What follows belongs to an exercise in optimizing a design on an open flow for small area and a short achievable clock period; a production flow would make more cautious choices.
No functional check of the RTL was part of any run shown here.

==> flow/design.v (outline; a module is shown in full before it is edited, if it fits) <==
// module MAC: 1468 lines
// module FA: 6 lines
// module INV: 5 lines
// module AOI21: 5 lines
// module OAI21: 5 lines
// module NAND2: 5 lines
// module NOR2: 5 lines
// module XOR2: 5 lines
// module XNOR2: 5 lines
// module HA: 6 lines
module MAC(A,B,out,clk,reset);
  // ...
==> flow/flow/run.sh <==
#!/bin/bash
# The standard layout (standard.sh: standard synthesis and ORFS flow, SDC unchanged),
# with a hook after repair_design that sizes the port buffers and the operand inverters
# (hooks.tcl); knobs.sh holds the cell choices. make's output goes to make_flow.log, each
# ORFS step's log to orfs/logs/.
set -euo pipefail
HERE=$(cd "$(dirname "$0")" && pwd)
source "$HERE/knobs.sh"
export PORT_BUF_IN PORT_BUF_OUT OPND_INV DOWNSIZE HOOK_MARGIN
bash standard.sh BUFFER_PORTS_ARGS="-buffer_cell $PORT_BUF_IN" POST_RESIZE_TCL="$HERE/hooks.tcl" SETUP_SLACK_MARGIN=$MARGIN finish > make_flow.log 2>&1
==> flow/flow/hooks.tcl <==
# Sourced by ORFS after repair_design in the resize step (POST_RESIZE_TCL).
# Port buffers: inputs get $::env(PORT_BUF_IN), outputs $::env(PORT_BUF_OUT).
# Inverters fed by an input buffer (the operand inverters of the NOR partial
# products, each driving 16 gates) get $::env(OPND_INV).
set block [ord::get_db_block]
set n_in 0; set n_out 0; set n_inv 0
foreach bterm [$block getBTerms] {
  set net [$bterm getNet]
  if {$net eq "NULL"} continue
  set name [$bterm getName]
  if {$name eq "clk"} continue
  if {[$bterm getIoType] eq "INPUT"} {
    foreach it [$net getITerms] {
      set inst [$it getInst]
      set m [[$inst getMaster] getName]
      if {![string match "sky130_fd_sc_hd__*buf*" $m]} continue
      if {$m ne $::env(PORT_BUF_IN)} { replace_cell [get_cells [$inst getName]] [get_lib_cells $::env(PORT_BUF_IN)] }
      incr n_in
      foreach ot [$inst getITerms] {
        if {![$ot isOutputSignal]} continue
        set onet [$ot getNet]
        if {$onet eq "NULL"} continue
        foreach lt [$onet getITerms] {
          set li [$lt getInst]
          set lm [[$li getMaster] getName]
          if {[string match "sky130_fd_sc_hd__inv_*" $lm] && [$lt isInputSignal] && $::env(OPND_INV) ne ""} {
            replace_cell [get_cells [$li getName]] [get_lib_cells $::env(OPND_INV)]
            incr n_inv
          }
        }
      }
    }
  } else {
    foreach it [$net getITerms] {
      if {![$it isOutputSignal]} continue
      set inst [$it getInst]
      set m [[$inst getMaster] getName]
      if {![string match "sky130_fd_sc_hd__*buf*" $m]} continue
      if {$m ne $::env(PORT_BUF_OUT)} { replace_cell [get_cells [$inst getName]] [get_lib_cells $::env(PORT_BUF_OUT)] }
      incr n_out
    }
  }
}
puts "hooks: $n_in input buffers, $n_out output buffers, $n_inv operand inverters resized"

# Optional: every other cell to its drive-1 size (synthesis picks larger ones for speed),
# then repair_timing aiming at $::env(HOOK_MARGIN) ns of setup slack, so that only the
# cells on the paths that set the achieved period are sized up.
if {[info exists ::env(DOWNSIZE)] && $::env(DOWNSIZE)} {
  set n_down 0
  foreach inst [$block getInsts] {
    set m [[$inst getMaster] getName]
    if {[string match "*dfrtp*" $m] || [string match "*dfstp*" $m]} continue
    if {![regexp {^(sky130_fd_sc_hd__[a-z0-9]+)_([0-9]+)$} $m -> base sz]} continue
    if {$sz <= 1} continue
    set iname [$inst getName]
    if {[string match "input*" $iname] || [string match "output*" $iname]} continue
    if {[string match "sky130_fd_sc_hd__inv*" $m] && $::env(OPND_INV) eq $m} continue
    set lc [get_lib_cells -quiet ${base}_1]
    if {$lc eq ""} continue
    replace_cell [get_cells $iname] $lc
    incr n_down
  }
  puts "hooks: $n_down cells downsized"
}
if {[info exists ::env(HOOK_MARGIN)] && $::env(HOOK_MARGIN) > 0} {
  estimate_parasitics -placement
  puts "hooks: worst slack before [sta::worst_slack_cmd max]"
  repair_timing -setup -setup_margin $::env(HOOK_MARGIN) -match_cell_footprint -verbose
  puts "hooks: worst slack after [sta::worst_slack_cmd max]"
}
==> flow/flow/knobs.sh <==
PORT_BUF_IN=sky130_fd_sc_hd__buf_1
PORT_BUF_OUT=sky130_fd_sc_hd__buf_2
OPND_INV=sky130_fd_sc_hd__inv_4
MARGIN=0
DOWNSIZE=0
HOOK_MARGIN=0
==> flow/standard.sh <==
#!/bin/bash
# synth_recipe.tcl (not shown) runs the flow's synth.tcl, then flattens the netlist and writes it again
# the make line also repeats each setting of config.mk as NAME=value (left out here)
make -C /OpenROAD-flow-scripts/flow DESIGN_CONFIG=/design/flow/config.mk WORK_HOME=/design/flow/orfs CLKGATE_MAP_FILE= SYNTH_SCRIPT=/design/flow/synth_recipe.tcl "${@:-finish}"
==> flow/config.mk <==
export PLATFORM = sky130hd
export DESIGN_NAME = MAC
export DESIGN_NICKNAME = MAC
export VERILOG_FILES = /design/flow/design.v
export SDC_FILE = /design/flow/constraint.sdc
export NUM_CORES = 4
export LEC_CHECK = 0
export CAP_MARGIN = 20
export CORE_MARGIN = 2
export CORE_UTILIZATION = 40
export SLEW_MARGIN = 20
export SYNTH_HIERARCHICAL = 1
==> flow/constraint.sdc <==
create_clock -name core_clock -period 18.0 [get_ports {clk}]
set_input_delay 3.6000 -clock core_clock [delete_from_list [all_inputs] [get_ports {clk}]]
set_output_delay 3.6000 -clock core_clock [all_outputs]
set_load 0.01 [all_outputs]
==> results.toml, run 1 <==
[layout]
largest_class = "multi-input gates"
clkCellAreaFrac = 0.0307
post-route-util = 0.413
multi_input_area_um2 = 7570
seq_cell_count = 63
seq_share = 0.151
n_all_inverters = 41

[clock_tree]
cts_resized = 0
cts_root_buf = "clkbuf_16"
cts.sinks = 63

[sta]
fin_ws_ns = 11.38
finalHoldViolCount = 0

[setup_path]
required_ns = 18.21
path_max_fanout = 16
rr_worst_depth = 12
critPathLaunch = "B[0]"

[drt]
highest_layer = "met4"
routed_wl_um = 26300
dr_wl_met2_um = 12000

[yosys]
synth.distinct_cells = 14
synth_commonest_cells = "nor2_1, fa_1, a21oi_2"

[die]
coreArea_um2 = 25300

[global_route]
grt_pass1_vias = 7572
grt.busiest_layer = "met2"
grtUsageMet2 = 0.323
gr-total-overflow = 0

[outcome]
status = "no timing/DRC/antenna violations"
==> inputs of run 2 (changes only) <==
--- a/flow/design.v
+++ b/flow/design.v
@@ -1472,11 +1472,6 @@
   assign s = a ^ b ^ c;
   assign co = (a & b) | (a & c) | (b & c);
 endmodule
-module INV(a, y);
-  input a;
-  output y;
-  assign y = ~a;
-endmodule
 module AOI21(a1, a2, b1, y);
   input a1, a2, b1;
   output y;
@@ -1507,6 +1502,11 @@
   output y;
   assign y = ~(a ^ b);
 endmodule
+module INV(a, y);
+  input a;
+  output y;
+  assign y = ~a;
+endmodule
 module HA(a, b, s, co);
   input a, b;
   output s, co;
--- a/flow/flow/run.sh
+++ b/flow/flow/run.sh
@@ -7,4 +7,6 @@
 HERE=$(cd "$(dirname "$0")" && pwd)
 source "$HERE/knobs.sh"
 export PORT_BUF_IN PORT_BUF_OUT OPND_INV DOWNSIZE HOOK_MARGIN
-bash standard.sh BUFFER_PORTS_ARGS="-buffer_cell $PORT_BUF_IN" POST_RESIZE_TCL="$HERE/hooks.tcl" SETUP_SLACK_MARGIN=$MARGIN finish > make_flow.log 2>&1
+EXTRA=()
+if [[ -n "${CTS_ARGS_K:-}" ]]; then EXTRA+=("CTS_ARGS=$CTS_ARGS_K"); fi
+bash standard.sh BUFFER_PORTS_ARGS="-buffer_cell $PORT_BUF_IN" POST_RESIZE_TCL="$HERE/hooks.tcl" SETUP_SLACK_MARGIN=$MARGIN ${EXTRA[@]+"${EXTRA[@]}"} finish > make_flow.log 2>&1
--- a/flow/flow/knobs.sh
+++ b/flow/flow/knobs.sh
@@ -4,3 +4,4 @@
 MARGIN=0
 DOWNSIZE=0
 HOOK_MARGIN=0
+CTS_ARGS_K="-sink_clustering_enable -repair_clock_nets -dont_use_dummy_load -buf_list sky130_fd_sc_hd__clkbuf_8"
--- a/flow/config.mk
+++ b/flow/config.mk
@@ -7,6 +7,7 @@
 export LEC_CHECK = 0
 export CAP_MARGIN = 20
 export CORE_MARGIN = 2
-export CORE_UTILIZATION = 40
+export CORE_UTILIZATION = 60
+export PLACE_DENSITY = 0.8
 export SLEW_MARGIN = 20
 export SYNTH_HIERARCHICAL = 1
==> results.toml, run 2 <==
[outcome]
status = "no timing/DRC/antenna violations"

[yosys]
ys_seq_area_frac = 0.153
async_reset_ff_frac = 1.00
netlist_top_cells_area = "fa_1, dfrtp_1, nor2_1"
synth_area_per_cell_um2 = 10.6
ys.flop_type = "dfrtp_1"
synthCells = 969
synth.distinct_cells = 14
yosysMostFrequentCell = "nor2_1"
synth_warnings = 7
synth-edff-count = 0
ys_ff_latch = 63
synth_commonest_cells = "nor2_1, fa_1, a21oi_2"
yosys.area.top_type = "fa_1"
post_synth_instance_area_um2 = 10300
synth_top_area_frac = 0.445
syn_nets = 1275

[layout]
diodes = 0
largest_reg_flops = 36
final_cell_mix = "nor2_1, fa_1, a21oi_2"
drive_above_1_share = 0.175
regMostFlops = "x"
largestRegisters = "x (36), y (26), cr (1)"
area_delta_synth_final_pct = -2.03
final_common_cell = "nor2_1"
fin_nets = 1256

[setup_path]
crit_type = "in2reg"
cp-end-kind = "register"
crit_chain = "buf_1 > inv_4 > nor2_1 > fa_1 > fa_1 > fa_1 > fa_1 > fa_1 > fa_1"
rr_worst_depth = 12
worstPathArrival_ns = 6.87
cp_num_buf_inv = 2
worst_path_largest_cell_delay_ns = 0.59
critPathSlowestCell = "fa_1"
crit_family = "adder cells"
path_max_fanout = 16
required_ns = 18.22
cp.depth = 9
cp_common_cell = "fa_1"
r2r_setup_slack_ns = 12.79
worstSetupStartpointType = "input pin"

[global_route]
gr-total-overflow = 0
grt_pass1_vias = 7437
grt_usage = 0.301
grt_pass1_wl_um = 40900
antenna_found_initial = 0
grt_max_degree = 64

[sta]
tightest_slew_ns = 0.788
tns_ns = 0
finalHoldViolCount = 0
drv_slew = 0
setup_viol = 0
grt_setup_unrepaired = "false"
fmax_ghz = 0.150
period_needed_ns = 6.65
fin_ws_ns = 11.35
fin_crit_sh = 0.369
slew_headroom = 0.474
finClkSkew_ns = 0.0298

[placement]
routabilityCongestion = 0.950
dp_slack_ns = 11.02
hpwl_um = 20100
io_buffers = 69

[drt]
wire_per_inst_um = 21.7
vias_per_cell = 5.98
dr_total_vias = 6988
routed_wl_um = 25400
ant_nets = 0
route.detailed.drc = 0
drt-pass1-iter-count = 5
drt_iter0_markers = 711

[die]
coreArea_um2 = 16700
num_rows = 47
dieArea_um2 = 18200
start_util = 0.617
io_pins = 70
die_h_um = 135
die_w_um = 135

[clock_tree]
hold_buffers = 0
max-clock-path-buffers = 2
cts.sinks = 63
clk_latency_ns = 0.37
htreeDepth = 3
postCtsSetupRepairBufs = 0
clkTransAtPathRegs_ns = 0.08
cts_buffers = 9
cts_root_buf = "clkbuf_8"
cts_resized = 0
cts_tree = "done"

[worst_hold_path]
worstHoldPathCells = 1
hold_class = "reg2reg"

[flow_run]
cap_violations = 0
run 2: final timing paths:
kind                                        end             from
min in group asynchronous       x[35]$_DFF_PP0_            reset
worst max-delay path            y[19]$_DFF_PP0_             B[5]
worst min register to register  x[35]$_DFF_PP0_  x[35]$_DFF_PP0_
worst max register to register  y[19]$_DFF_PP0_   y[8]$_DFF_PP0_
worst min-delay path            x[35]$_DFF_PP0_  x[35]$_DFF_PP0_
max in group asynchronous       y[10]$_DFF_PP0_            reset
run 2: worst reg2reg max path, cell delays in order, from the launching register on:
cell     delay [ns]
dfrtp_1        0.37
ha_1           0.38
nand2_1        0.13
o21ai_1        0.37
inv_1          0.07
o21ai_1        0.37
xor2_1         0.54
fa_1           0.52
fa_1           0.45
fa_1           0.52
fa_1           0.40
fa_1           0.51
fa_1           0.42
run 2: logic make-up (layout without fill, tap and decap cells):
family,after synthesis,in the layout,share of synthesized area
adders and majority gates,272,272,0.497
DFF,63,63,0.153
AOI/OAI and AO/OA,114,114,0.0795
xor gates and xnor gates,30,30,0.0255
and+or+nand+nor,349,349,0.132
buffers and inverters,141,120,0.112
run 2: per-layer routing:
metal / GRT usage / vias up / share of wire
met5: 0 / - / 0
met4: 0.0885 / 0 / 0.026
met3: 0.104 / 63 / 0.13
met2: 0.446 / 475 / 0.45
met1: 0.427 / 3547 / 0.40
li1: - / 2903 / -
run 2: through the flow:
step	cells	hold WS (ns)	area (um2)	utilization
2_1_floorplan	969	0.435	10300	-
3_3_place_gp	1159	0.448	9840	0.589
3_5_place_dp	1159	0.455	9970	0.597
4_1_cts	1168	0.466	10100	0.604
5_1_grt	1168	0.503	10100	0.604
6_report	1168	0.455	10100	0.604
run 2: layout make-up:
class	instances	area (um2)
sequential	63	1580
inverter	41	236
clock buffer	9	124
fill	1406	6610
tap	220	275
timing repair buffer	70	312
multi-input combinational	765	7570
run 2: modules after synthesis, one instance, submodules excluded, excerpt:
module	flops+latches	copies in the design
AOI21	0	66
FA	0	229
HA	0	43
INV	0	40
MAC	63	1
XNOR2	0	19
XOR2	0	11
==> inputs of run 3 (changes only) <==
==> flow/flow/knobs.sh (replaced) <==
PORT_BUF_IN=sky130_fd_sc_hd__buf_1
PORT_BUF_OUT=sky130_fd_sc_hd__buf_2
OPND_INV=sky130_fd_sc_hd__inv_4
MARGIN=0
DOWNSIZE=1
HOOK_MARGIN=0
CTS_ARGS_K="-sink_clustering_enable -repair_clock_nets -dont_use_dummy_load -buf_list sky130_fd_sc_hd__clkbuf_8"
==> results.toml, run 3 <==
[yosys]
synth-edff-count = 0
ys_seq_area_frac = 0.153
synth_compound_area_frac = 0.0795
syn_nets = 1275
synth_warnings = 7
synth_commonest_cells = "nor2_1, fa_1, a21oi_2"
yosysMostFrequentCell = "nor2_1"
yosys.area.top_type = "fa_1"
synthCells = 969
post_synth_instance_area_um2 = 10300
synth_top_family_by_area = "adder cells"
synth_area_per_cell_um2 = 10.6
synth_top_area_frac = 0.445
ys_ff_latch = 63
ys.flop_type = "dfrtp_1"
synth.distinct_cells = 14
synth_xor_area_frac = 0.0255
netlist_top_cells_area = "fa_1, dfrtp_1, nor2_1"
muxShareOfSynthArea = 0
synth_fa_ha_area_frac = 0.497
async_reset_ff_frac = 1.00
synth_simple_gate_area_share = 0.132

[drt]
highest_layer = "met4"
routed_wl_um = 25000
vias_per_cell = 5.93
route.detailed.drc = 0
met3_length_um = 3160
drt-pass1-iter-count = 5
drt_iter0_markers = 605
wire_per_inst_um = 21.4
dr_wl_met2_um = 11100
wl_met1_um = 10200
ant_nets = 0
dr_total_vias = 6929

[setup_path]
path_max_fanout = 16
regToRegEndpoint = "y[19]$_DFF_PP0_"
r2r-start = "x[6]$_DFF_PP0_"
rr_worst_depth = 12
r2r_setup_slack_ns = 12.83
cp-end-kind = "register"
crit_type = "in2reg"
required_ns = 18.22
worstPathArrival_ns = 6.87
worstSetupStartpointType = "input pin"

[sta]
tns_ns = 0
tightest_slew_ns = 0.629
finClkSkew_ns = 0.0206
finalHoldViolCount = 0
fin_crit_sh = 0.370
fmax_ghz = 0.150
grt_setup_unrepaired = "false"
drv_slew = 0
slew_headroom = 0.580
holdWs_ns = 0.462
period_needed_ns = 6.65
setup_viol = 0

[global_route]
grt_pass1_vias = 7383
grt_pass1_wl_um = 40300
grt_usage = 0.295
antenna_found_initial = 0
gr-total-overflow = 0
grt_max_degree = 64

[die]
dieArea_um2 = 18200
coreArea_um2 = 16700
num_rows = 47
die_h_um = 135
die_w_um = 135
start_util = 0.617
io_pins = 70

[placement]
io_buffers = 69
routabilityCongestion = 0.950
placed_cell_area_um2 = 9660
hpwl_um = 19700

[layout]
largest_reg_flops = 36
final_area_um2 = 9820
diodes = 0
area_delta_synth_final_pct = -4.68
fin_nets = 1257
drive_above_1_share = 0.0843
final_cell_mix = "nor2_1, fa_1, a21oi_1"
largestRegisters = "x (36), y (26), cr (1)"
final_common_cell = "nor2_1"
regMostFlops = "x"

[flow_run]
cap_violations = 0

[worst_hold_path]
hold_start = "x[35]$_DFF_PP0_"
hold_class = "reg2reg"
min_to = "x[35]$_DFF_PP0_"
worstHoldPathCells = 1

[clock_tree]
cts_tree = "done"
cts_resized = 0
postCtsSetupRepairBufs = 0
max-clock-path-buffers = 2
cts_buffers = 9
hold_buffers = 0
clkTransAtPathRegs_ns = 0.08
clk_latency_ns = 0.36
cts.sinks = 63
htreeDepth = 3
cts_root_buf = "clkbuf_8"

[outcome]
status = "no timing/DRC/antenna violations"
[run 3: worst max path at each step]
stage               start              end  slack [ns]  cells after the start
finish               B[5]  y[19]$_DFF_PP0_       11.35                      9
global route         B[5]  y[19]$_DFF_PP0_       11.29                      9
CTS                  B[5]  y[19]$_DFF_PP0_       11.39                      9
detailed placement  reset   x[0]$_DFF_PP0_       11.01                      3
global placement     B[6]  y[17]$_DFF_PP0_       10.79                      9
floorplan           A[10]  y[17]$_DFF_PP0_       11.19                     10
[run 3: kinds of logic (layout without fill, tap and decap cells)]
| group | Yosys count | in the layout |
|---|---|---|
| AND/OR/NAND/NOR | 349 | 349 |
| adder cells (fa/ha/maj) | 272 | 272 |
| buffers and inverters | 141 | 121 |
| AO/OA/AOI/OAI | 114 | 114 |
| flip-flops | 63 | 63 |
| XOR/XNOR | 30 | 30 |
[run 3: layout make-up]
cell class	instances	area, um2
Clock buffer	9	124
Fill cell	1443	6880
Inverter	41	236
Multi-Input combinational cell	765	7270
Sequential cell	63	1580
Tap cell	220	275
Timing Repair Buffer	71	339
[run 3: Yosys stat by module, one instance, submodules excluded, a selection]
module	copies in the design	cell area, um2	flip-flops and latches	cells inside
XNOR2	19	8.76	0	1
MAC	1	3600	63	420
NOR2	42	3.75	0	1
INV	40	3.75	0	1
OAI21	48	5.00	0	1
FA	229	20.0	0	1
HA	43	12.5	0	1
[run 3: per-stage QoR]
stage	util	setup WS [ns]	instances
floorplan	-	11.19	969
global placement	0.589	10.79	1159
detailed placement	0.579	11.01	1159
CTS	0.586	11.39	1168
global route	0.588	11.29	1169
finish	0.588	11.35	1169
[run 3: worst max-delay path: stages]
cell,delay (ns)
buf_1,0.10
inv_4,0.19
nor2_1,0.11
fa_1,0.47
fa_1,0.58
fa_1,0.45
fa_1,0.40
fa_1,0.51
fa_1,0.43
[run 3: layer usage]
layer | track usage | up-vias
met3 | 0.113 | 62
met5 | 0 | -
met4 | 0.0787 | 0
met1 | 0.417 | 3475
met2 | 0.437 | 485
li1 | - | 2907

port drivers added, routing unchanged:
The results above use ideal ports. As a check the final layouts listed here were re-extracted and re-timed, cells and wires unchanged.
Step 1, drivers: a clkbuf_16 drives clk and a buf_2 each remaining input, both assumed.
Step 2 moves the port delays by t, midway between the first and last clock arrival at a register: inputs arrive t later, outputs are due t later. That takes back most of the time a late clock gives input paths.
Slacks: no drivers / after step 1 / after step 2; pairs: no drivers / after step 1.
run	shift t [ns]	slack for setup (ns)	worst slew at a driven data input, ns	cell pins on the clock port's net
run 1	0.382	11.385 / 11.412 / 11.030	0.03	1
run 2	0.385	11.352 / 11.367 / 10.982	0.04	1
run 3	0.385	11.347 / 11.360 / 10.976	0.04	1
After both steps setup and hold are still met in every run listed. For run 3, which loses most, drivers alone change the setup slack by +0.013 ns; drivers and shift together by -0.371 ns.
